Background: an optimization exercise with open tools, aiming at small area. Do not read the settings as production practice. RTL that was checked went through simulation tests only; none was proved equivalent to the original. Only the layout flow was run in runs 2 and 3; the RTL was not checked for function there. Power and IR drop assume default switching activity.

==> flow/design.v (outline; a module is shown in full before it is edited, if it fits) <==
// module SERDESDECODE_1: 24 lines
// module LYCALOBLOCK: 1083 lines
// module LYFA: 4 lines
// module LYHA: 4 lines
// module LYAOI3: 3 lines
module LYCALOBLOCK(
    input CLK,
    input [1023:0] DATA,
    input signed [31:0] LYCALOTHR,
    input [255:0] LYCALOMASK,
    output reg LYCALOTRG,
    output reg LYCALOORTRG,
    output reg signed [(25+4)-1:0] LYCALOQSUM
    );
  // ...
==> flow/flow/run.sh <==
#!/bin/bash
# Standard ORFS layout, with single-strength port buffers and pins one track apart.
set -o pipefail
bash standard.sh \
  "BUFFER_PORTS_ARGS=-buffer_cell sky130_fd_sc_hd__buf_1" \
  "PLACE_PINS_ARGS=-min_distance 1 -min_distance_in_tracks" \
  finish > standard.log 2>&1
==> flow/standard.sh <==
#!/bin/bash
# synth_recipe.tcl (not shown) runs the flow's synth.tcl, then flattens the netlist and writes it again
# the make line also repeats each setting of config.mk as NAME=value (left out here)
make -C /OpenROAD-flow-scripts/flow DESIGN_CONFIG=/design/flow/config.mk WORK_HOME=/design/flow/orfs CLKGATE_MAP_FILE= SYNTH_SCRIPT=/design/flow/synth_recipe.tcl "${@:-finish}"
==> flow/config.mk <==
export PLATFORM = sky130hd
export DESIGN_NAME = LYCALOBLOCK
export DESIGN_NICKNAME = LYCALOBLOCK
export VERILOG_FILES = /design/flow/design.v
export SDC_FILE = /design/flow/constraint.sdc
export NUM_CORES = 4
export LEC_CHECK = 0
export CAP_MARGIN = 20
export CORE_AREA = 2 2 218 218
export CTS_BUF_LIST = sky130_fd_sc_hd__clkbuf_8
export DIE_AREA = 0 0 220 220
export SLEW_MARGIN = 20
export SYNTH_HIERARCHICAL = 1
export SYNTH_MINIMUM_KEEP_SIZE = 0
==> flow/constraint.sdc <==
create_clock -name core_clock -period 4.5 [get_ports {CLK}]
set_input_delay 0.9000 -clock core_clock [delete_from_list [all_inputs] [get_ports {CLK}]]
set_output_delay 0.9000 -clock core_clock [all_outputs]
set_load 0.01 [all_outputs]
==> results.txt, run 1 <==
- The number of hold buffers added after CTS was 0.
- The summed area of non-filler cells in the final layout is 17210 sq um.
- The adder-cell share of the synthesized area is 0.6327.
- The share of total power dissipated in combinational logic is 0.579.
- Per report_power, the Combinational row totals 0.00489 W.
- The via count of the first global-routing pass is 12890.
- The length in cells of the worst reg-to-reg path is 9.
- The top flip-flop cell by instance count after synthesis is sky130_fd_sc_hd__dfxtp_1.
- Of the post-synthesis cell area, the part taken by muxes is 0.
- For this run, the post-layout net count is 3458.
- The start point of the worst min-delay path is r3_9_0.
- At the placement stage, the worst setup path has a slack of 0.4012 ns.
- The wire length reported by the detailed router is 72.46 mm.
- The final hold violation count is 0.
- Counting instances, the worst hold path has a depth of 0.
- In this run the deepest clock path goes through 2 buffers.
- Once detailed placement completed, the half-perimeter wirelength came to 69.12 mm.
- TritonCTS built the clock tree.
- Internal power comes to 0.004877 W.
- The worst setup path startpoint is r1_10_0.
- Each instance of the synthesized netlist takes up on average 16.23 sq um.
- In this run, placement finished with an instance count of 2340.
- The worst hold margin is 0.3226 ns.
- The register with the most flip-flops in the layout has 29 of them.
- By area the synthesized netlist is led by sky130_fd_sc_hd__fa_1 60%, sky130_fd_sc_hd__dfxtp_1 24%, sky130_fd_sc_hd__a222oi_1 6.9%.
- The worst setup path is launched from a flop.
- At the later pin of the worst-skew pair, clock insertion delay measures 0.45 ns.
- The number of synthesized flops with an enable pin is 0.
- Across the VDD grid, the largest voltage drop is 0.3220 mV.
- The main combinational cell family by area after synthesis is adder cells.
- The maximum achievable frequency is 262.6 MHz.
- For this run, the number of Yosys warnings is 7.
- In this run the critical register-to-register path is launched from r1_10_0.
- Summing all multi-input logic gate instances after layout gives 9231 sq um.
- Setup violations remaining at the end of the flow were counted as 0.
- The run finished with no timing, DRC or antenna violations.
- In this run the post-CTS setup repair buffer count came out at 0.
- Ranked by total area, the top cell class in this layout is multi-input gates.
- Of the total synthesized cell area, the portion taken by AND, OR, NAND and NOR gates is 0.02831.
- Clock buffers in the final layout number 17.
- The first-pass GRT wire length is 93.29 mm.
- Summed over all failing endpoints, the final setup total negative slack is 0 ns.
- The number of antenna violations at the first check in global routing is 73.
- In the global route stage, met1 resource usage came out at 0.3109.
==> inputs of run 2 (changes only) <==
--- a/flow/design.v
+++ b/flow/design.v
@@ -27,20 +27,20 @@
     input [1023:0] DATA,
     input signed [31:0] LYCALOTHR,
     input [255:0] LYCALOMASK,
     output reg LYCALOTRG,
     output reg LYCALOORTRG,
     output reg signed [(25+4)-1:0] LYCALOQSUM
     );
   reg r1_0_0;
-  reg r1_0_1;
   reg r1_1_0;
   reg r1_2_0;
   reg r1_3_0;
+  reg r1_3_1;
   reg r1_4_0;
   reg r1_4_1;
   reg r1_5_0;
   reg r1_5_1;
   reg r1_6_0;
   reg r1_6_1;
   reg r1_7_0;
   reg r1_7_1;
@@ -90,31 +90,31 @@
   reg r2_3_0;
   reg r2_4_0;
   reg r2_5_0;
   reg r2_6_0;
   reg r2_7_0;
   reg r2_8_0;
   reg r2_9_0;
   reg r2_10_0;
-  reg r2_10_1;
   reg r2_11_0;
   reg r2_12_0;
   reg r2_13_0;
+  reg r2_13_1;
   reg r2_14_0;
   reg r2_15_0;
   reg r2_16_0;
   reg r2_17_0;
   reg r2_18_0;
   reg r2_19_0;
-  reg r2_19_1;
   reg r2_20_0;
   reg r2_21_0;
   reg r2_22_0;
   reg r2_23_0;
+  reg r2_23_1;
   reg r2_24_0;
   reg r2_25_0;
   reg r2_26_0;
   reg r2_27_0;
   reg r2_28_0;
   reg r3_0_0;
   reg r3_1_0;
   reg r3_2_0;
@@ -132,22 +132,22 @@
   reg r3_14_0;
   reg r3_15_0;
   reg r3_16_0;
   reg r3_17_0;
   reg r3_18_0;
   reg r3_19_0;
   reg r3_20_0;
   reg r3_21_0;
-  reg r3_21_1;
   reg r3_22_0;
   reg r3_23_0;
   reg r3_24_0;
   reg r3_25_0;
   reg r3_26_0;
+  reg r3_26_1;
   reg r3_27_0;
   reg r3_28_0;
   wire s1, c2;
   LYFA us1 (.a(DATA[0]), .b(DATA[64]), .c(DATA[128]), .s(s1), .co(c2));
   wire s3, c4;
   LYFA us3 (.a(DATA[192]), .b(DATA[256]), .c(DATA[320]), .s(s3), .co(c4));
   wire s5, c6;
   LYFA us5 (.a(DATA[384]), .b(DATA[448]), .c(DATA[512]), .s(s5), .co(c6));
@@ -791,153 +791,147 @@
   LYFA us643 (.a(s635), .b(s637), .c(c612), .s(s643), .co(c644));
   wire s645, c646;
   LYFA us645 (.a(s639), .b(c614), .c(s641), .s(s645), .co(c646));
   wire s647, c648;
   LYFA us647 (.a(c616), .b(s643), .c(c618), .s(s647), .co(c648));
   wire s649, c650;
   LYFA us649 (.a(s645), .b(c620), .c(s647), .s(s649), .co(c650));
   wire s651, c652;
-  LYFA us651 (.a(~DATA[24]), .b(~DATA[88]), .c(~DATA[152]), .s(s651), .co(c652));
+  LYFA us651 (.a(DATA[24]), .b(DATA[88]), .c(DATA[152]), .s(s651), .co(c652));
   wire s653, c654;
-  LYFA us653 (.a(~DATA[216]), .b(~DATA[280]), .c(~DATA[344]), .s(s653), .co(c654));
+  LYFA us653 (.a(DATA[216]), .b(DATA[280]), .c(DATA[344]), .s(s653), .co(c654));
   wire s655, c656;
-  LYFA us655 (.a(~DATA[408]), .b(~DATA[472]), .c(~DATA[536]), .s(s655), .co(c656));
+  LYFA us655 (.a(DATA[408]), .b(DATA[472]), .c(DATA[536]), .s(s655), .co(c656));
   wire s657, c658;
-  LYFA us657 (.a(~DATA[600]), .b(~DATA[664]), .c(~DATA[728]), .s(s657), .co(c658));
+  LYFA us657 (.a(DATA[600]), .b(DATA[664]), .c(DATA[728]), .s(s657), .co(c658));
   wire s659, c660;
-  LYFA us659 (.a(~DATA[792]), .b(~DATA[856]), .c(~DATA[920]), .s(s659), .co(c660));
+  LYFA us659 (.a(DATA[792]), .b(DATA[856]), .c(DATA[920]), .s(s659), .co(c660));
   wire s661, c662;
-  LYFA us661 (.a(~DATA[984]), .b(c624), .c(c626), .s(s661), .co(c662));
+  LYFA us661 (.a(c624), .b(c626), .c(c628), .s(s661), .co(c662));
   wire s663, c664;
-  LYFA us663 (.a(c628), .b(c630), .c(c632), .s(s663), .co(c664));
+  LYFA us663 (.a(DATA[984]), .b(s651), .c(s653), .s(s663), .co(c664));
   wire s665, c666;
-  LYFA us665 (.a(s651), .b(s653), .c(s655), .s(s665), .co(c666));
+  LYFA us665 (.a(s655), .b(s657), .c(s659), .s(s665), .co(c666));
   wire s667, c668;
-  LYFA us667 (.a(s657), .b(s659), .c(c634), .s(s667), .co(c668));
+  LYFA us667 (.a(c630), .b(c632), .c(c634), .s(s667), .co(c668));
   wire s669, c670;
-  LYFA us669 (.a(c636), .b(s661), .c(c638), .s(s669), .co(c670));
+  LYFA us669 (.a(c636), .b(c638), .c(s661), .s(s669), .co(c670));
   wire s671, c672;
-  LYFA us671 (.a(s663), .b(s665), .c(c640), .s(s671), .co(c672));
+  LYFA us671 (.a(c640), .b(s667), .c(c642), .s(s671), .co(c672));
   wire s673, c674;
-  LYFA us673 (.a(s667), .b(c642), .c(s669), .s(s673), .co(c674));
+  LYFA us673 (.a(s669), .b(c644), .c(c646), .s(s673), .co(c674));
   wire s675, c676;
-  LYFA us675 (.a(c644), .b(s671), .c(c646), .s(s675), .co(c676));
+  LYFA us675 (.a(s671), .b(c648), .c(s673), .s(s675), .co(c676));
   wire s677, c678;
-  LYFA us677 (.a(s673), .b(c648), .c(s675), .s(s677), .co(c678));
+  LYFA us677 (.a(s663), .b(s665), .c(~c650), .s(s677), .co(c678));
   wire s679, c680;
   LYFA us679 (.a(c652), .b(c654), .c(c656), .s(s679), .co(c680));
   wire s681, c682;
-  LYFA us681 (.a(c658), .b(c660), .c(c662), .s(s681), .co(c682));
+  LYFA us681 (.a(c658), .b(c660), .c(c664), .s(s681), .co(c682));
   wire s683, c684;
-  LYFA us683 (.a(c664), .b(c666), .c(s679), .s(s683), .co(c684));
+  LYFA us683 (.a(c662), .b(c668), .c(c670), .s(s683), .co(c684));
   wire s685, c686;
-  LYFA us685 (.a(c668), .b(s681), .c(c670), .s(s685), .co(c686));
+  LYFA us685 (.a(c666), .b(s679), .c(s681), .s(s685), .co(c686));
   wire s687, c688;
-  LYFA us687 (.a(s683), .b(c672), .c(c674), .s(s687), .co(c688));
+  LYFA us687 (.a(c672), .b(s683), .c(c674), .s(s687), .co(c688));
   wire s689, c690;
-  LYFA us689 (.a(s685), .b(c676), .c(s687), .s(s689), .co(c690));
+  LYFA us689 (.a(~s685), .b(c676), .c(s687), .s(s689), .co(c690));
   wire s691, c692;
-  LYFA us691 (.a(c680), .b(c682), .c(c684), .s(s691), .co(c692));
+  LYFA us691 (.a(c680), .b(c682), .c(c686), .s(s691), .co(c692));
   wire s693, c694;
-  LYFA us693 (.a(c686), .b(s691), .c(c688), .s(s693), .co(c694));
+  LYFA us693 (.a(c684), .b(~s691), .c(c688), .s(s693), .co(c694));
   wire s695, c696;
-  LYHA us695 (.a(r1_0_0), .b(r1_0_1), .s(s695), .co(c696));
+  LYHA us695 (.a(s11), .b(s13), .s(s695), .co(c696));
   wire s697, c698;
-  LYHA us697 (.a(r1_1_0), .b(c696), .s(s697), .co(c698));
+  LYHA us697 (.a(c696), .b(s35), .s(s697), .co(c698));
   wire s699, c700;
-  LYHA us699 (.a(r1_2_0), .b(c698), .s(s699), .co(c700));
+  LYHA us699 (.a(c698), .b(s61), .s(s699), .co(c700));
   wire s701, c702;
-  LYHA us701 (.a(r1_3_0), .b(c700), .s(s701), .co(c702));
+  LYHA us701 (.a(r1_3_0), .b(r1_3_1), .s(s701), .co(c702));
   wire s703, c704;
   LYFA us703 (.a(r1_4_0), .b(r1_4_1), .c(c702), .s(s703), .co(c704));
   wire s705, c706;
   LYFA us705 (.a(r1_5_0), .b(r1_5_1), .c(c704), .s(s705), .co(c706));
   wire s707, c708;
   LYFA us707 (.a(r1_6_0), .b(r1_6_1), .c(c706), .s(s707), .co(c708));
   wire s709, c710;
   LYFA us709 (.a(r1_7_0), .b(r1_7_1), .c(c708), .s(s709), .co(c710));
   wire s711, c712;
   LYFA us711 (.a(r1_8_0), .b(r1_8_1), .c(c710), .s(s711), .co(c712));
   wire s713, c714;
   LYFA us713 (.a(r1_9_0), .b(r1_9_1), .c(c712), .s(s713), .co(c714));
   wire s715, c716;
-  LYHA us715 (.a(r1_10_0), .b(r1_10_1), .s(s715), .co(c716));
+  LYFA us715 (.a(r1_10_0), .b(r1_10_1), .c(c714), .s(s715), .co(c716));
   wire s717, c718;
   LYFA us717 (.a(r1_11_0), .b(r1_11_1), .c(c716), .s(s717), .co(c718));
   wire s719, c720;
   LYFA us719 (.a(r1_12_0), .b(r1_12_1), .c(c718), .s(s719), .co(c720));
   wire s721, c722;
-  LYFA us721 (.a(r1_13_0), .b(r1_13_1), .c(c720), .s(s721), .co(c722));
+  LYHA us721 (.a(r1_13_0), .b(r1_13_1), .s(s721), .co(c722));
   wire s723, c724;
   LYFA us723 (.a(r1_14_0), .b(r1_14_1), .c(c722), .s(s723), .co(c724));
   wire s725, c726;
   LYFA us725 (.a(r1_15_0), .b(r1_15_1), .c(c724), .s(s725), .co(c726));
   wire s727, c728;
   LYFA us727 (.a(r1_16_0), .b(r1_16_1), .c(c726), .s(s727), .co(c728));
   wire s729, c730;
   LYFA us729 (.a(r1_17_0), .b(r1_17_1), .c(c728), .s(s729), .co(c730));
   wire s731, c732;
   LYFA us731 (.a(r1_18_0), .b(r1_18_1), .c(c730), .s(s731), .co(c732));
   wire s733, c734;
-  LYHA us733 (.a(r1_19_0), .b(r1_19_1), .s(s733), .co(c734));
+  LYFA us733 (.a(r1_19_0), .b(r1_19_1), .c(c732), .s(s733), .co(c734));
   wire s735, c736;
   LYFA us735 (.a(r1_20_0), .b(r1_20_1), .c(c734), .s(s735), .co(c736));
   wire s737, c738;
   LYFA us737 (.a(r1_21_0), .b(r1_21_1), .c(c736), .s(s737), .co(c738));
   wire s739, c740;
   LYFA us739 (.a(r1_22_0), .b(r1_22_1), .c(c738), .s(s739), .co(c740));
   wire s741, c742;
-  LYFA us741 (.a(r1_23_0), .b(r1_23_1), .c(c740), .s(s741), .co(c742));
+  LYHA us741 (.a(r1_23_0), .b(r1_23_1), .s(s741), .co(c742));
   wire s743, c744;
-  LYFA us743 (.a(r1_24_0), .b(r1_24_1), .c(c742), .s(s743), .co(c744));
+  LYFA us743 (.a(r1_24_0), .b(~r1_24_1), .c(c742), .s(s743), .co(c744));
   wire s745, c746;
-  LYFA us745 (.a(r1_25_0), .b(r1_25_1), .c(c744), .s(s745), .co(c746));
+  LYFA us745 (.a(~r1_25_0), .b(r1_25_1), .c(c744), .s(s745), .co(c746));
   wire s747, c748;
   LYFA us747 (.a(r1_26_0), .b(r1_26_1), .c(c746), .s(s747), .co(c748));
   wire s749, c750;
-  LYFA us749 (.a(r1_27_0), .b(r1_27_1), .c(c748), .s(s749), .co(c750));
+  LYFA us749 (.a(~r1_27_0), .b(r1_27_1), .c(c748), .s(s749), .co(c750));
   wire s751, c752;
-  LYHA us751 (.a(r2_10_0), .b(r2_10_1), .s(s751), .co(c752));
+  LYHA us751 (.a(r2_13_0), .b(r2_13_1), .s(s751), .co(c752));
   wire s753, c754;
-  LYHA us753 (.a(r2_11_0), .b(c752), .s(s753), .co(c754));
+  LYHA us753 (.a(r2_14_0), .b(c752), .s(s753), .co(c754));
   wire s755, c756;
-  LYHA us755 (.a(r2_12_0), .b(c754), .s(s755), .co(c756));
+  LYHA us755 (.a(r2_15_0), .b(c754), .s(s755), .co(c756));
   wire s757, c758;
-  LYHA us757 (.a(r2_13_0), .b(c756), .s(s757), .co(c758));
+  LYHA us757 (.a(r2_16_0), .b(c756), .s(s757), .co(c758));
   wire s759, c760;
-  LYHA us759 (.a(r2_14_0), .b(c758), .s(s759), .co(c760));
+  LYHA us759 (.a(r2_17_0), .b(c758), .s(s759), .co(c760));
   wire s761, c762;
-  LYHA us761 (.a(r2_15_0), .b(c760), .s(s761), .co(c762));
+  LYHA us761 (.a(r2_18_0), .b(c760), .s(s761), .co(c762));
   wire s763, c764;
-  LYHA us763 (.a(r2_16_0), .b(c762), .s(s763), .co(c764));
+  LYHA us763 (.a(r2_19_0), .b(c762), .s(s763), .co(c764));
   wire s765, c766;
-  LYHA us765 (.a(r2_17_0), .b(c764), .s(s765), .co(c766));
+  LYHA us765 (.a(r2_20_0), .b(c764), .s(s765), .co(c766));
   wire s767, c768;
-  LYHA us767 (.a(r2_18_0), .b(c766), .s(s767), .co(c768));
+  LYHA us767 (.a(r2_21_0), .b(c766), .s(s767), .co(c768));
   wire s769, c770;
-  LYFA us769 (.a(r2_19_0), .b(r2_19_1), .c(c768), .s(s769), .co(c770));
+  LYHA us769 (.a(r2_22_0), .b(c768), .s(s769), .co(c770));
   wire s771, c772;
-  LYHA us771 (.a(r2_20_0), .b(c770), .s(s771), .co(c772));
+  LYFA us771 (.a(r2_23_0), .b(r2_23_1), .c(c770), .s(s771), .co(c772));
   wire s773, c774;
-  LYHA us773 (.a(r3_21_0), .b(r3_21_1), .s(s773), .co(c774));
+  LYHA us773 (.a(r2_24_0), .b(c772), .s(s773), .co(c774));
   wire s775, c776;
-  LYHA us775 (.a(r3_22_0), .b(c774), .s(s775), .co(c776));
+  LYHA us775 (.a(r2_25_0), .b(c774), .s(s775), .co(c776));
   wire s777, c778;
-  LYHA us777 (.a(r3_23_0), .b(c776), .s(s777), .co(c778));
+  LYHA us777 (.a(r3_26_0), .b(r3_26_1), .s(s777), .co(c778));
   wire s779, c780;
-  LYHA us779 (.a(r3_24_0), .b(c778), .s(s779), .co(c780));
-  wire s781, c782;
-  LYHA us781 (.a(r3_25_0), .b(c780), .s(s781), .co(c782));
-  wire s783, c784;
-  LYHA us783 (.a(r3_26_0), .b(c782), .s(s783), .co(c784));
-  wire s785, c786;
-  LYHA us785 (.a(r3_27_0), .b(c784), .s(s785), .co(c786));
-  wire x787;
-  assign x787 = r3_28_0 ^ c786;
+  LYHA us779 (.a(r3_27_0), .b(c778), .s(s779), .co(c780));
+  wire x781;
+  assign x781 = r3_28_0 ^ c780;
   wire [255:0] DISCR;
   genvar g;
   generate
     for (g = 0; g < 16; g = g + 1) begin : discr
       assign DISCR[16*g +: 16] = DATA[64*g+29 +: 16];
     end
   endgenerate
   wire [85:0] ORN;
@@ -953,21 +947,21 @@
   wire [32:0] CC;
   assign CC[0] = 1'b0;
   generate
     for (g = 0; g < 32; g = g + 1) begin : cmp
       assign CC[g+1] = (CA[g] & CB[g]) | (CA[g] & CC[g]) | (CB[g] & CC[g]);
     end
   endgenerate
   always @(posedge CLK) begin
-    r1_0_0 <= s11;
-    r1_0_1 <= s13;
-    r1_1_0 <= s35;
-    r1_2_0 <= s61;
-    r1_3_0 <= s89;
+    r1_0_0 <= s695;
+    r1_1_0 <= s697;
+    r1_2_0 <= s699;
+    r1_3_0 <= c700;
+    r1_3_1 <= s89;
     r1_4_0 <= c90;
     r1_4_1 <= s117;
     r1_5_0 <= c118;
     r1_5_1 <= s145;
     r1_6_0 <= c146;
     r1_6_1 <= s173;
     r1_7_0 <= c174;
     r1_7_1 <= s201;
@@ -998,83 +992,83 @@
     r1_20_0 <= c538;
     r1_20_1 <= s565;
     r1_21_0 <= c566;
     r1_21_1 <= s593;
     r1_22_0 <= c594;
     r1_22_1 <= s621;
     r1_23_0 <= c622;
     r1_23_1 <= s649;
-    r1_24_0 <= c650;
+    r1_24_0 <= s675;
     r1_24_1 <= s677;
     r1_25_0 <= c678;
     r1_25_1 <= s689;
-    r1_26_0 <= c690;
-    r1_26_1 <= s693;
+    r1_26_0 <= s693;
+    r1_26_1 <= c690;
     r1_27_0 <= c692;
     r1_27_1 <= c694;
-    r2_0_0 <= s695;
-    r2_1_0 <= s697;
-    r2_2_0 <= s699;
+    r2_0_0 <= r1_0_0;
+    r2_1_0 <= r1_1_0;
+    r2_2_0 <= r1_2_0;
     r2_3_0 <= s701;
     r2_4_0 <= s703;
     r2_5_0 <= s705;
     r2_6_0 <= s707;
     r2_7_0 <= s709;
     r2_8_0 <= s711;
     r2_9_0 <= s713;
     r2_10_0 <= s715;
-    r2_10_1 <= c714;
     r2_11_0 <= s717;
     r2_12_0 <= s719;
     r2_13_0 <= s721;
+    r2_13_1 <= c720;
     r2_14_0 <= s723;
     r2_15_0 <= s725;
     r2_16_0 <= s727;
     r2_17_0 <= s729;
     r2_18_0 <= s731;
     r2_19_0 <= s733;
-    r2_19_1 <= c732;
     r2_20_0 <= s735;
     r2_21_0 <= s737;
     r2_22_0 <= s739;
     r2_23_0 <= s741;
+    r2_23_1 <= c740;
     r2_24_0 <= s743;
     r2_25_0 <= s745;
     r2_26_0 <= s747;
     r2_27_0 <= s749;
     r2_28_0 <= c750;
     r3_0_0 <= r2_0_0;
     r3_1_0 <= r2_1_0;
     r3_2_0 <= r2_2_0;
     r3_3_0 <= r2_3_0;
     r3_4_0 <= r2_4_0;
     r3_5_0 <= r2_5_0;
     r3_6_0 <= r2_6_0;
     r3_7_0 <= r2_7_0;
     r3_8_0 <= r2_8_0;
     r3_9_0 <= r2_9_0;
-    r3_10_0 <= s751;
-    r3_11_0 <= s753;
-    r3_12_0 <= s755;
-    r3_13_0 <= s757;
-    r3_14_0 <= s759;
-    r3_15_0 <= s761;
-    r3_16_0 <= s763;
-    r3_17_0 <= s765;
-    r3_18_0 <= s767;
-    r3_19_0 <= s769;
-    r3_20_0 <= s771;
-    r3_21_0 <= r2_21_0;
-    r3_21_1 <= c772;
-    r3_22_0 <= r2_22_0;
-    r3_23_0 <= r2_23_0;
-    r3_24_0 <= r2_24_0;
-    r3_25_0 <= r2_25_0;
+    r3_10_0 <= r2_10_0;
+    r3_11_0 <= r2_11_0;
+    r3_12_0 <= r2_12_0;
+    r3_13_0 <= s751;
+    r3_14_0 <= s753;
+    r3_15_0 <= s755;
+    r3_16_0 <= s757;
+    r3_17_0 <= s759;
+    r3_18_0 <= s761;
+    r3_19_0 <= s763;
+    r3_20_0 <= s765;
+    r3_21_0 <= s767;
+    r3_22_0 <= s769;
+    r3_23_0 <= s771;
+    r3_24_0 <= s773;
+    r3_25_0 <= s775;
     r3_26_0 <= r2_26_0;
+    r3_26_1 <= c776;
     r3_27_0 <= r2_27_0;
     r3_28_0 <= r2_28_0;
     LYCALOQSUM[0] <= r3_0_0;
     LYCALOQSUM[1] <= r3_1_0;
     LYCALOQSUM[2] <= r3_2_0;
     LYCALOQSUM[3] <= r3_3_0;
     LYCALOQSUM[4] <= r3_4_0;
     LYCALOQSUM[5] <= r3_5_0;
@@ -1088,31 +1082,35 @@
     LYCALOQSUM[13] <= r3_13_0;
     LYCALOQSUM[14] <= r3_14_0;
     LYCALOQSUM[15] <= r3_15_0;
     LYCALOQSUM[16] <= r3_16_0;
     LYCALOQSUM[17] <= r3_17_0;
     LYCALOQSUM[18] <= r3_18_0;
     LYCALOQSUM[19] <= r3_19_0;
     LYCALOQSUM[20] <= r3_20_0;
-    LYCALOQSUM[21] <= s773;
-    LYCALOQSUM[22] <= s775;
-    LYCALOQSUM[23] <= s777;
-    LYCALOQSUM[24] <= s779;
-    LYCALOQSUM[25] <= s781;
-    LYCALOQSUM[26] <= s783;
-    LYCALOQSUM[27] <= s785;
-    LYCALOQSUM[28] <= ~x787;
+    LYCALOQSUM[21] <= r3_21_0;
+    LYCALOQSUM[22] <= r3_22_0;
+    LYCALOQSUM[23] <= r3_23_0;
+    LYCALOQSUM[24] <= r3_24_0;
+    LYCALOQSUM[25] <= r3_25_0;
+    LYCALOQSUM[26] <= s777;
+    LYCALOQSUM[27] <= s779;
+    LYCALOQSUM[28] <= ~x781;
     LYCALOTRG <= CC[32];
     LYCALOORTRG <= ~&ORN;
   end
 endmodule
 module LYFA(input a, input b, input c, output s, output co);
   assign s = a ^ b ^ c;
   assign co = (a & b) | (a & c) | (b & c);
 endmodule
 module LYHA(input a, input b, output s, output co);
   assign s = a ^ b;
   assign co = a & b;
 endmodule
+module LYHO(input a, input b, output s, output co);
+  assign s = a ^ b;
+  assign co = a | b;
+endmodule
 module LYAOI3(input a1, input a2, input b1, input b2, input c1, input c2, output y);
   assign y = ~((a1 & a2) | (b1 & b2) | (c1 & c2));
 endmodule
==> flow/flow/run.sh (replaced) <==
#!/bin/bash
# Standard ORFS layout, with single-strength port buffers, pins one track apart
# (the clock pin alone in the middle of the left edge), and a clock tree
# without dummy loads.
set -o pipefail
bash standard.sh \
  "BUFFER_PORTS_ARGS=-buffer_cell sky130_fd_sc_hd__buf_1" \
  "PRE_IO_PLACEMENT_TCL=$PWD/flow/pre_io.tcl" \
  "PLACE_PINS_ARGS=-min_distance 1 -min_distance_in_tracks -exclude left:104.0-116.0" \
  "CTS_ARGS=-sink_clustering_enable -repair_clock_nets -dont_use_dummy_load -buf_list sky130_fd_sc_hd__clkbuf_8" \
  finish > standard.log 2>&1
==> flow/flow/pre_io.tcl (new file) <==
# Put the clock pin in the middle of the left edge; the other pins keep clear of it.
place_pin -pin_name CLK -layer met3 -location {0 110.0} -pin_size {0.8 0.3} -force_to_die_boundary
==> flow/config.mk (replaced) <==
export PLATFORM = sky130hd
export DESIGN_NAME = LYCALOBLOCK
export DESIGN_NICKNAME = LYCALOBLOCK
export VERILOG_FILES = /design/flow/design.v
export SDC_FILE = /design/flow/constraint.sdc
export NUM_CORES = 4
export LEC_CHECK = 0
export CAP_MARGIN = 20
export CORE_AREA = 2 2 218 218
export DIE_AREA = 0 0 220 220
export SLEW_MARGIN = 20
export SYNTH_HIERARCHICAL = 1
export SYNTH_MINIMUM_KEEP_SIZE = 0
==> results.txt, run 2 <==
- The total half-perimeter wirelength after legalization and detailed placement is 67.48 mm (-2.4%).
- In this run the most critical hold path is launched from r2_5_0.
- The standby leakage power is 5.898 nW.
- STA classifies the critical path endpoint as a flop.
- The maximum number of pins on one net before global-route repair is 17.
- The adder-cell share of the synthesized area is 0.6335 (+0.0008159).
- In this run the worst path has a maximum fanout of 1.
- In the synthesized netlist the dominant register cell turns out to be sky130_fd_sc_hd__dfxtp_1.
- The slowest stage of the critical path belongs to the cell sky130_fd_sc_hd__fa_1.
- The most common library cell in the layout ignoring fill and taps is sky130_fd_sc_hd__buf_1.
- In this run the power density over the cells is 478.4 nW/um^2.
- The share of synthesized area in the top cell type comes to 0.6065.
- The clock latency on the worst-skew pair is 0.45 ns (about the same).
- In this design, the stage delay of the slowest critical-path cell is 0.42 ns.
- The reg2reg setup slack is 0.29 ns.
- Leaving out filler cells and counting taps, the final layout contains 2395.
- The register bank with the most flops is LYCALOQSUM.
- The maximum achievable frequency is 237.3 MHz (-9.6%).
- The fraction of the mapped netlist area in compound gates is 0.09005.
- The type of the worst setup path is flop to flop.
- The post-synthesis cell area is 12210 sq um.
- For this run, asynchronously set or reset flops after synthesis account for 0.
- Setup repair after global routing left no endpoint under its margin.
- TritonCTS built the clock tree.
- The largest area contributor in the netlist is sky130_fd_sc_hd__fa_1.
- The tree built by TritonCTS fans out to 145 sinks.
- After clock tree synthesis, the clock-pin slew on the worst setup and hold paths is 0.07 ns.
- The initialized floorplan defines 79 standard-cell rows.
- The top cell types in the final layout, fill and taps aside, are 975 x sky130_fd_sc_hd__buf_1, 370 x sky130_fd_sc_hd__fa_1, 145 x sky130_fd_sc_hd__dfxtp_1, 85 x sky130_fd_sc_hd__a222oi_1, 31 x sky130_fd_sc_hd__inv_1.
- The number of nets at the end of the flow is 3441 (-0.49%).
- The path category of the worst min-delay check is flop to flop.
- The core region is 46260 sq um.
- CTS built an H-tree with a depth of 4.
- The number of port buffers is 975.
- The routed wirelength normalized by instance count is 29.54 microns.
- The die is 220 microns tall.
- The number of synthesized flops with an enable pin is 0 (unchanged).
- After detailed routing, the number of vias per cell comes to 4.908.
- In this run the tightest slew margin relative to its limit is 0.4832.
- The critical path buffer and inverter count is 0.
- Relative to the synthesized area, the layout overhead comes to 39.17%.
- The final hold violation count is 0 (unchanged).
- The number of instances in the placed design is 2326 (-0.60%).
- The max-slew violation count is 0.
- The gate family responsible for the most delay along the worst path is adder cells.
- The share of the clock period used by the worst path after layout is 0.9366.
- After global routing the overflow that remains totals 0.
- The portion of netlist area occupied by mux cells is 0 (unchanged).
- The die covers 48400 sq um.
- The number of instances in the synthesized netlist is 744.
- Gates resized during post-CTS repair numbered 0.
- The number of nets with antenna violations after routing is 0.
- The cts-stage hold buffer count is 0 (unchanged).
- The iteration-0 DRC count of the detailed router is 1577.
- The synthesized area divided by synthesized cell count is 16.42 sq um (+1.1%).
- For the final database, setup skew stands at 0.02586 ns.
- The congestion estimate from routability-driven global placement came to 1.048.
- For the pin with the worst max-slew slack, the measured transition is 0.7681 ns.
- The number of storage elements in the synthesis netlist is 145.
- For this configuration, the core starts out at a cell density of 0.2640.
- In the final layout, the share of cells above drive strength 1 is 0.01382.
- The buffers inserted during post-CTS setup optimization is 0 (unchanged).
- Traced cell by cell, the critical path runs through ha_1, fa_1, fa_1, fa_1, fa_1, fa_1, fa_1, fa_1, fa_1, fa_1.
- Across the run, the number of max-cap violations was 0.
- The count of TritonRoute iterations in the first routing pass is 16.
- The width of the chip is 220 microns.
- The count of yosys warnings during synthesis came to 7 (unchanged).
- The most critical setup path has its startpoint at r1_3_0.
- Measured on the finished design, the core utilization comes to 0.3674.
- The wire length reported by the detailed router came to 70.74 mm (-2.4%).
- The startpoint of the worst-slack reg-to-reg timing path is r1_3_0.
- The number of flip-flops in the largest register was 29 (unchanged).
- Yosys instantiated no cell more often than sky130_fd_sc_hd__fa_1.
- The sequential element share of the synthesized area is 0.2377.
- The via count of the first global-routing pass came to 12610 (-2.1%).
- The number of failing setup endpoints in the final timing report is 0 (unchanged).
- The post-detailed-route DRC marker count is 0.
- In this run, distinct cell masters in the synthesized netlist total 31.
- The tree is rooted in a sky130_fd_sc_hd__clkbuf_8.
- The largest voltage drop on the vdd net is 0.2511 mV (-22%).
- Buffers inserted during clock tree synthesis total 17.
- The number of antenna violations at the first check in global routing is 75 (+2.7%).
- Of the total synthesized cell area, the portion taken by XOR and XNOR cells is 0.0007171.
- The main combinational cell family by area after synthesis is adder cells.
- The number of vias in the routed layout is 11760.
- By area the synthesized netlist is led by sky130_fd_sc_hd__fa_1 61%, sky130_fd_sc_hd__dfxtp_1 24%, sky130_fd_sc_hd__a222oi_1 7.0%.
- The flow ran to the end and the layout has no timing, DRC or antenna violations.
- The required time of the worst setup path is 4.82 ns.
- The cell with the most instances on the worst path is sky130_fd_sc_hd__fa_1.
- STA puts the critical path data arrival time at 4.53 ns.
- The post-synthesis simple-gate area fraction is 0.02848 (+0.0001740).
- The first-pass GRT wire length is 90.43 mm (-3.1%).
- For this run, the total global-route usage over all layers was measured as 0.2805.
- The total nets after synthesis is 2447.
- The number of primary I/O pins is 1343.
- By count the netlist is led by 370 x sky130_fd_sc_hd__fa_1, 145 x sky130_fd_sc_hd__dfxtp_1, 85 x sky130_fd_sc_hd__a222oi_1.
- The post-route minimum period is 4.215 ns.
- The setup total negative slack is 0 ns (unchanged).
- The critical path startpoint category is a flop.
- The number of buffers on the longest clock path is 2 (unchanged).
run 2: cell count changes in the layout (fill, tap and decap cells not counted), sizes merged:
cell,before,now
inv,51,31
diode,47,52
clkinv,3,0
ha,23,20
clkinvlp,2,0
buf,976,975
run 2: power by group:
group / total [W] / internal [W] / switching [W]
Sequential: 0.00252 / 0.00214 / 0.000383
Clock: 0.000729 / 0.000332 / 0.000398
Combinational: 0.00488 / 0.00231 / 0.00257
Total: 0.00813 / 0.00478 / 0.00335
run 2: area by class of cell:
cell class                      count  area (sq um)
Antenna cell                       52         130.1
Clock buffer                       17         234.0
Fill cell                        4703         29260
Inverter                           31         116.4
Multi-Input combinational cell    568          9194
Sequential cell                   145          2903
Tap cell                          607         759.5
Timing Repair Buffer              975          3660
run 2: stage by stage:
step	worst slack, ns	hold slack, ns	cell area [sq um]	power, W
3_5_place_dp	0.1318	0.3121	16630	0.007570
2_1_floorplan	0.4126	0.3096	12210	0.005496
4_1_cts	0.2306	0.3113	16870	0.008360
6_report	0.2855	0.3085	17000	0.008131
3_3_place_gp	0.1641	0.3097	16630	0.007416
5_1_grt	0.1439	0.3110	16940	0.009107
run 2: cells by family after synthesis:
logic type	after synthesis
flip-flops	145
AO/OA/AOI/OAI	112
XOR/XNOR	1
buffers and inverters	31
AND/OR/NAND/NOR	57
adder cells (fa/ha/maj)	398
run 2: routing by layer:
layer  vias to the layer above  track usage  part of all wire
li1                       4738            -                 -
met4                        36       0.1680             0.065
met3                       319       0.1547              0.14
met1                      5582       0.3012              0.34
met2                      1080       0.4325              0.45
met5                         -            0            0.0035
run 2: path summary, 6_finish.rpt:
check	to	depth (start not counted)
worst min-delay path	r3_5_0	0
worst max-delay path	r2_12_0	10
worst max register to register	r2_12_0	10
worst min register to register	r3_5_0	0
run 2: Yosys stat by module (local to each module, per instance):
module / flip-flops and latches / area (sq um) / times used
LYCALOBLOCK: 145 / 3705 / 1
LYFA: 0 / 20.02 / 370
LYHA: 0 / 12.51 / 20
LYAOI3: 0 / 10.01 / 85
==> inputs of run 3 (changes only) <==
--- a/flow/flow/run.sh
+++ b/flow/flow/run.sh
@@ -7,5 +7,5 @@
   "BUFFER_PORTS_ARGS=-buffer_cell sky130_fd_sc_hd__buf_1" \
   "PRE_IO_PLACEMENT_TCL=$PWD/flow/pre_io.tcl" \
-  "PLACE_PINS_ARGS=-min_distance 1 -min_distance_in_tracks -exclude left:104.0-116.0" \
+  "PLACE_PINS_ARGS=-min_distance 1 -min_distance_in_tracks -exclude left:96.5-108.5" \
   "CTS_ARGS=-sink_clustering_enable -repair_clock_nets -dont_use_dummy_load -buf_list sky130_fd_sc_hd__clkbuf_8" \
   finish > standard.log 2>&1
==> flow/flow/pre_io.tcl (replaced) <==
# Put the clock pin in the middle of the left edge; the other pins keep clear of it.
place_pin -pin_name CLK -layer met3 -location {0 102.5} -pin_size {0.8 0.3} -force_to_die_boundary
--- a/flow/config.mk
+++ b/flow/config.mk
@@ -7,6 +7,6 @@
 export LEC_CHECK = 0
 export CAP_MARGIN = 20
-export CORE_AREA = 2 2 218 218
-export DIE_AREA = 0 0 220 220
+export CORE_AREA = 2 2 203 203
+export DIE_AREA = 0 0 205 205
 export SLEW_MARGIN = 20
 export SYNTH_HIERARCHICAL = 1
==> results.txt, run 3 <==
- The number of synthesized flops with an enable pin is 0 (unchanged).
- The area of the core is 39820 sq um (-14%).
- The number of nets at the end of the flow is 3441 (unchanged).
- The number of storage elements in the synthesis netlist is 145 (unchanged).
- The width of the chip is 205 microns (-6.8%).
- The reg2reg setup slack is 0.18 ns (-0.10 ns).
- In the post-synthesis netlist, the biggest area contributors are sky130_fd_sc_hd__fa_1 61%, sky130_fd_sc_hd__dfxtp_1 24%, sky130_fd_sc_hd__a222oi_1 7.0%.
- In the layout the commonest cells are 975 x sky130_fd_sc_hd__buf_1, 370 x sky130_fd_sc_hd__fa_1, 145 x sky130_fd_sc_hd__dfxtp_1, 85 x sky130_fd_sc_hd__a222oi_1, 31 x sky130_fd_sc_hd__inv_1.
- The type of the worst setup path is flop to flop.
- The post-cts repair resize count is 0 (unchanged).
- The area growth from synthesis to layout is 39.64%.
- The worst slew margin relative to its limit is 0.4712 (-0.01204).
- The count of yosys warnings during synthesis is 7 (unchanged).
- The iteration-0 DRC count of the detailed router is 1768 (+12%).
- The post-synthesis cell area is 12210 sq um (unchanged).
- The total die area was 42030 sq um (-13%).
- In this run the critical register-to-register path is captured at r2_12_0.
- The count of TritonRoute iterations in the first routing pass was 11 (-5).
- The final-layout fill cell count came to 4032 (-14%).
- The total track usage is 0.3881 (+0.1076).
- The post-synthesis simple-gate area fraction is 0.02848 (unchanged).
- The number of primary I/O pins came to 1343 (unchanged).
- The post-detailed-route DRC marker count is 0 (unchanged).
- The final hold violation count is 0 (unchanged).
- The buffers inserted during post-CTS setup optimization was 0 (unchanged).
- The count of distinct cell types in the synthesized netlist is 31 (unchanged).
- The measured slew at the worst slew-check pin is 0.7860 ns (+0.01790 ns).
- The instance count along the most critical hold path was 0 (unchanged).
- The number of clock buffers inserted by TritonCTS was 17 (unchanged).
- The clock skew after layout was 0.05761 ns (+0.03176 ns).
- The first-pass GRT wire length came to 105.7 mm (+17%).
- The critical path buffer and inverter count came to 0 (unchanged).
- The register with the most flip-flops in the final layout is LYCALOQSUM.
- The fraction of registers with async set/reset was 0 (unchanged).
- The minimum setup slack in the final design was 0.1834 ns (-0.1021 ns).
- The maximum achievable frequency is 231.7 MHz (-2.4%).
- The post-route minimum period was 4.317 ns (+0.1021 ns).
- The wire length reported by the detailed router is 83.34 mm (+18%).
- The cts-stage hold buffer count is 0 (unchanged).
- The detailed-route vias per instance is 5.213 (+6.2%).
- The standby leakage power is 5.898 nW (about the same).
- The number of vias in the routed layout came to 12390 (+5.4%).
- The number of instances in the synthesized netlist came to 744 (unchanged).
- After synthesis, the largest family of logic cells by area is adder cells.
- The required time of the worst setup path is 4.79 ns (-0.03 ns).
- The area after detailed placement came to 16530 sq um (-0.62%).
- The setup total negative slack is 0 ns (unchanged).
- The summed area of non-filler cells in the final layout is 17050 sq um (+0.34%).
- The aggregate global routing overflow is 0 (unchanged).
- The number of flip-flops in the largest register came to 29 (unchanged).
- Leaving out fill and tap cells, the most frequent cell in the layout is sky130_fd_sc_hd__buf_1.
- The clock latency on the worst-skew pair was 0.45 ns (about the same).
- The largest voltage drop on the vdd net was 0.2068 mV (-18%).
- The commonest cells after synthesis are 370 x sky130_fd_sc_hd__fa_1, 145 x sky130_fd_sc_hd__dfxtp_1, 85 x sky130_fd_sc_hd__a222oi_1.
- The fraction of layout instances using a drive strength above 1 was 0.01382 (unchanged).
- The critical path startpoint category is a flop.
- The highest cell delay on the worst timing path came to 0.48 ns (+0.06 ns).
- The CTS H-tree depth is 4 (unchanged).
- The top-area cell type share of the netlist area is 0.6065 (unchanged).
- The worst setup path startpoint is r1_3_0.
- The number of buffers on the longest clock path is 2 (unchanged).
- The total half-perimeter wirelength after legalization and detailed placement is 78.89 mm (+17%).
- Following the worst setup path forward leads to its endpoint at r2_12_0.
- The adder-cell share of the synthesized area came to 0.6335 (unchanged).
- The vertical extent of the die is 205 microns (-6.8%).
- The maximum number of pins on one net before global-route repair is 19 (+2).
- The CTS sink count is 145 (unchanged).
- The clock transition time at the flip-flop clock pins of the worst setup and hold paths came to 0.07 ns (about the same).
- The root buffer selected by CTS is sky130_fd_sc_hd__clkbuf_8.
- Among the stages of the critical path, the cell type that occurs most often is sky130_fd_sc_hd__fa_1.
- The share of the clock period used by the worst path after layout is 0.9592 (+0.02268).
- The overall power after layout is 0.008277 W (+1.8%).
- The number of failing setup endpoints in the final timing report is 0 (unchanged).
- Setup repair after global routing left no endpoint under its margin.
- The xor and xnor fraction of the mapped netlist area is 0.0007171 (unchanged).
- The number of stages on the worst setup path is 10 (unchanged).
- The maximum net fanout on the critical path was 1 (unchanged).
- The synthesized area divided by synthesized cell count is 16.42 sq um (unchanged).
- The signal on the critical path passes through ha_1, fa_1, fa_1, fa_1, fa_1, fa_1, fa_1, fa_1, fa_1, fa_1.
- The fraction of the mapped netlist area in compound gates came to 0.09005 (unchanged).
- The number of cell rows is 73 (-7.6%).
- The length in cells of the worst reg-to-reg path is 10 (unchanged).
- The run finished with no timing, DRC or antenna violations.
- The power per cell area is 485.3 nW/um^2 (+1.5%).
- The number of max-cap violations came to 0 (unchanged).
- The worst register-to-register path begins at r1_3_0.
- The worst setup path is captured at a flop.
- The largest area contributor in the netlist is sky130_fd_sc_hd__fa_1.
- The sequential element share of the synthesized area was 0.2377 (unchanged).
- The routed wirelength normalized by instance count came to 35.06 microns (+19%).
- The weighted congestion reported at the end of routability-driven placement is 1.212 (+16%).
- The number of port buffers is 975 (unchanged).
- The number of antenna violations at the first check in global routing is 162 (+120%).
- The kind of cell with the highest combined delay along the critical path is adder cells.
- The most common cell in the synthesized netlist is sky130_fd_sc_hd__fa_1.
- The top flip-flop cell by instance count after synthesis is sky130_fd_sc_hd__dfxtp_1.
- The starting density of the core was 0.3067 (+0.04267).
- The arrival time of the worst setup path is 4.61 ns (+0.08 ns).
- The portion of netlist area occupied by mux cells was 0 (unchanged).
- The cell at the slowest stage of the critical path is sky130_fd_sc_hd__fa_1.
- The number of nets with antenna violations after routing is 0 (unchanged).
- The max-slew violation count came to 0 (unchanged).
- The pre-CTS worst setup slack is 0.1320 ns (+0.0002120 ns).
- The CTS tree is yes.
- The worst hold margin is 0.3065 ns (-0.002080 ns).
- The path category of the worst min-delay check is flop to flop.
- The total nets after synthesis is 2447 (unchanged).
- The via count of the first global-routing pass came to 13200 (+4.6%).
[run 3: stage by stage]
step           std cells    util
3_5_place_dp        2244  0.4151
3_3_place_gp        2244  0.4151
2_1_floorplan        744       -
6_report            2377  0.4282
4_1_cts             2261  0.4210
5_1_grt             2337  0.4257
[run 3: layer usage]
layer	global-route usage	vias to the layer above	routed length, microns
met5	0	-	236
met4	0.3160	34	8767
met3	0.2227	434	11810
met2	0.6176	1185	37980
met1	0.3614	5919	24540
li1	-	4820	-
[run 3: final cells by class]
type | instances | area (sq um) | share of cell area
Antenna cell | 116 | 290.3 | 0.01702
Clock buffer | 17 | 234.0 | 0.01372
Inverter | 31 | 116.4 | 0.006823
Multi-Input combinational cell | 568 | 9194 | 0.5391
Sequential cell | 145 | 2903 | 0.1702
Tap cell | 525 | 656.9 | 0.03852
Timing Repair Buffer | 975 | 3660 | 0.2146
[run 3: worst min path at each step]
stage | from | to | slack [ns]
6_report | r2_8_0 | r3_8_0 | 0.31
5_1_grt | r2_8_0 | r3_8_0 | 0.31
3_5_place_dp | r2_28_0 | r3_28_0 | 0.31
2_1_floorplan | r3_0_0 | LYCALOQSUM[0] | 0.31
3_3_place_gp | r3_25_0 | LYCALOQSUM[25] | 0.31
4_1_cts | r2_8_0 | r3_8_0 | 0.31
[run 3: where the power goes]
part,total [W],switching (W),internal [W],leakage (nW)
logic,0.00503,0.00267,0.00237,4.55
registers,0.00250,0.000365,0.00214,1.22
clock network,0.000738,0.000406,0.000332,0.123
[run 3: modules after synthesis (local to each module, per instance)]
module       copies in the design  flops+latches
LYFA                          370              0
LYHA                           20              0
LYAOI3                         85              0
LYCALOBLOCK                     1            145
[run 3: worst reg2reg max path: stages, from the launching register on]
cell,delay [ns]
sky130_fd_sc_hd__dfxtp_1,0.30
sky130_fd_sc_hd__ha_1,0.20
sky130_fd_sc_hd__fa_1,0.38
sky130_fd_sc_hd__fa_1,0.39
sky130_fd_sc_hd__fa_1,0.43
sky130_fd_sc_hd__fa_1,0.40
sky130_fd_sc_hd__fa_1,0.38
sky130_fd_sc_hd__fa_1,0.39
sky130_fd_sc_hd__fa_1,0.39
sky130_fd_sc_hd__fa_1,0.42
sky130_fd_sc_hd__fa_1,0.48
[run 3: cells by family after synthesis]
| kind of cell | count (synthesis) |
|---|---|
| adders and majority gates | 398 |
| DFF | 145 |
| AOI/OAI and AO/OA | 112 |
| and+or+nand+nor | 57 |
| buffers and inverters | 31 |
| xor gates and xnor gates | 1 |

afterwards: timing with drivers on the ports:
How much do the figures lean on ideal ports? The routed layouts below were timed once more, with nothing changed but the port constraints.
Step 1, drivers: a clkbuf_16 drives CLK and a buf_2 each remaining input, both assumed.
Step 2 adds t to the input delays and takes it off the output delays; t is the mean of the earliest and latest rising clock arrival at the registers after step 1. Input paths then give back, and output paths get back, about the clock's delay inside the block.
Slacks: ideal ports / drivers / drivers and shift; pairs: ideal ports / drivers.
run	shift t [ns]	setup WS [ns]	cell pins on the clock port's net
run 1	0.475	0.692 / 0.692 / 0.406	1
run 2	0.469	0.285 / 0.285 / 0.139	1
run 3	0.467	0.183 / 0.183 / 0.119	1
After both steps setup and hold are still met in every run listed. The setup slack of run 1, which loses most, moves by 0.000 ns with the drivers and by -0.286 ns with both steps.
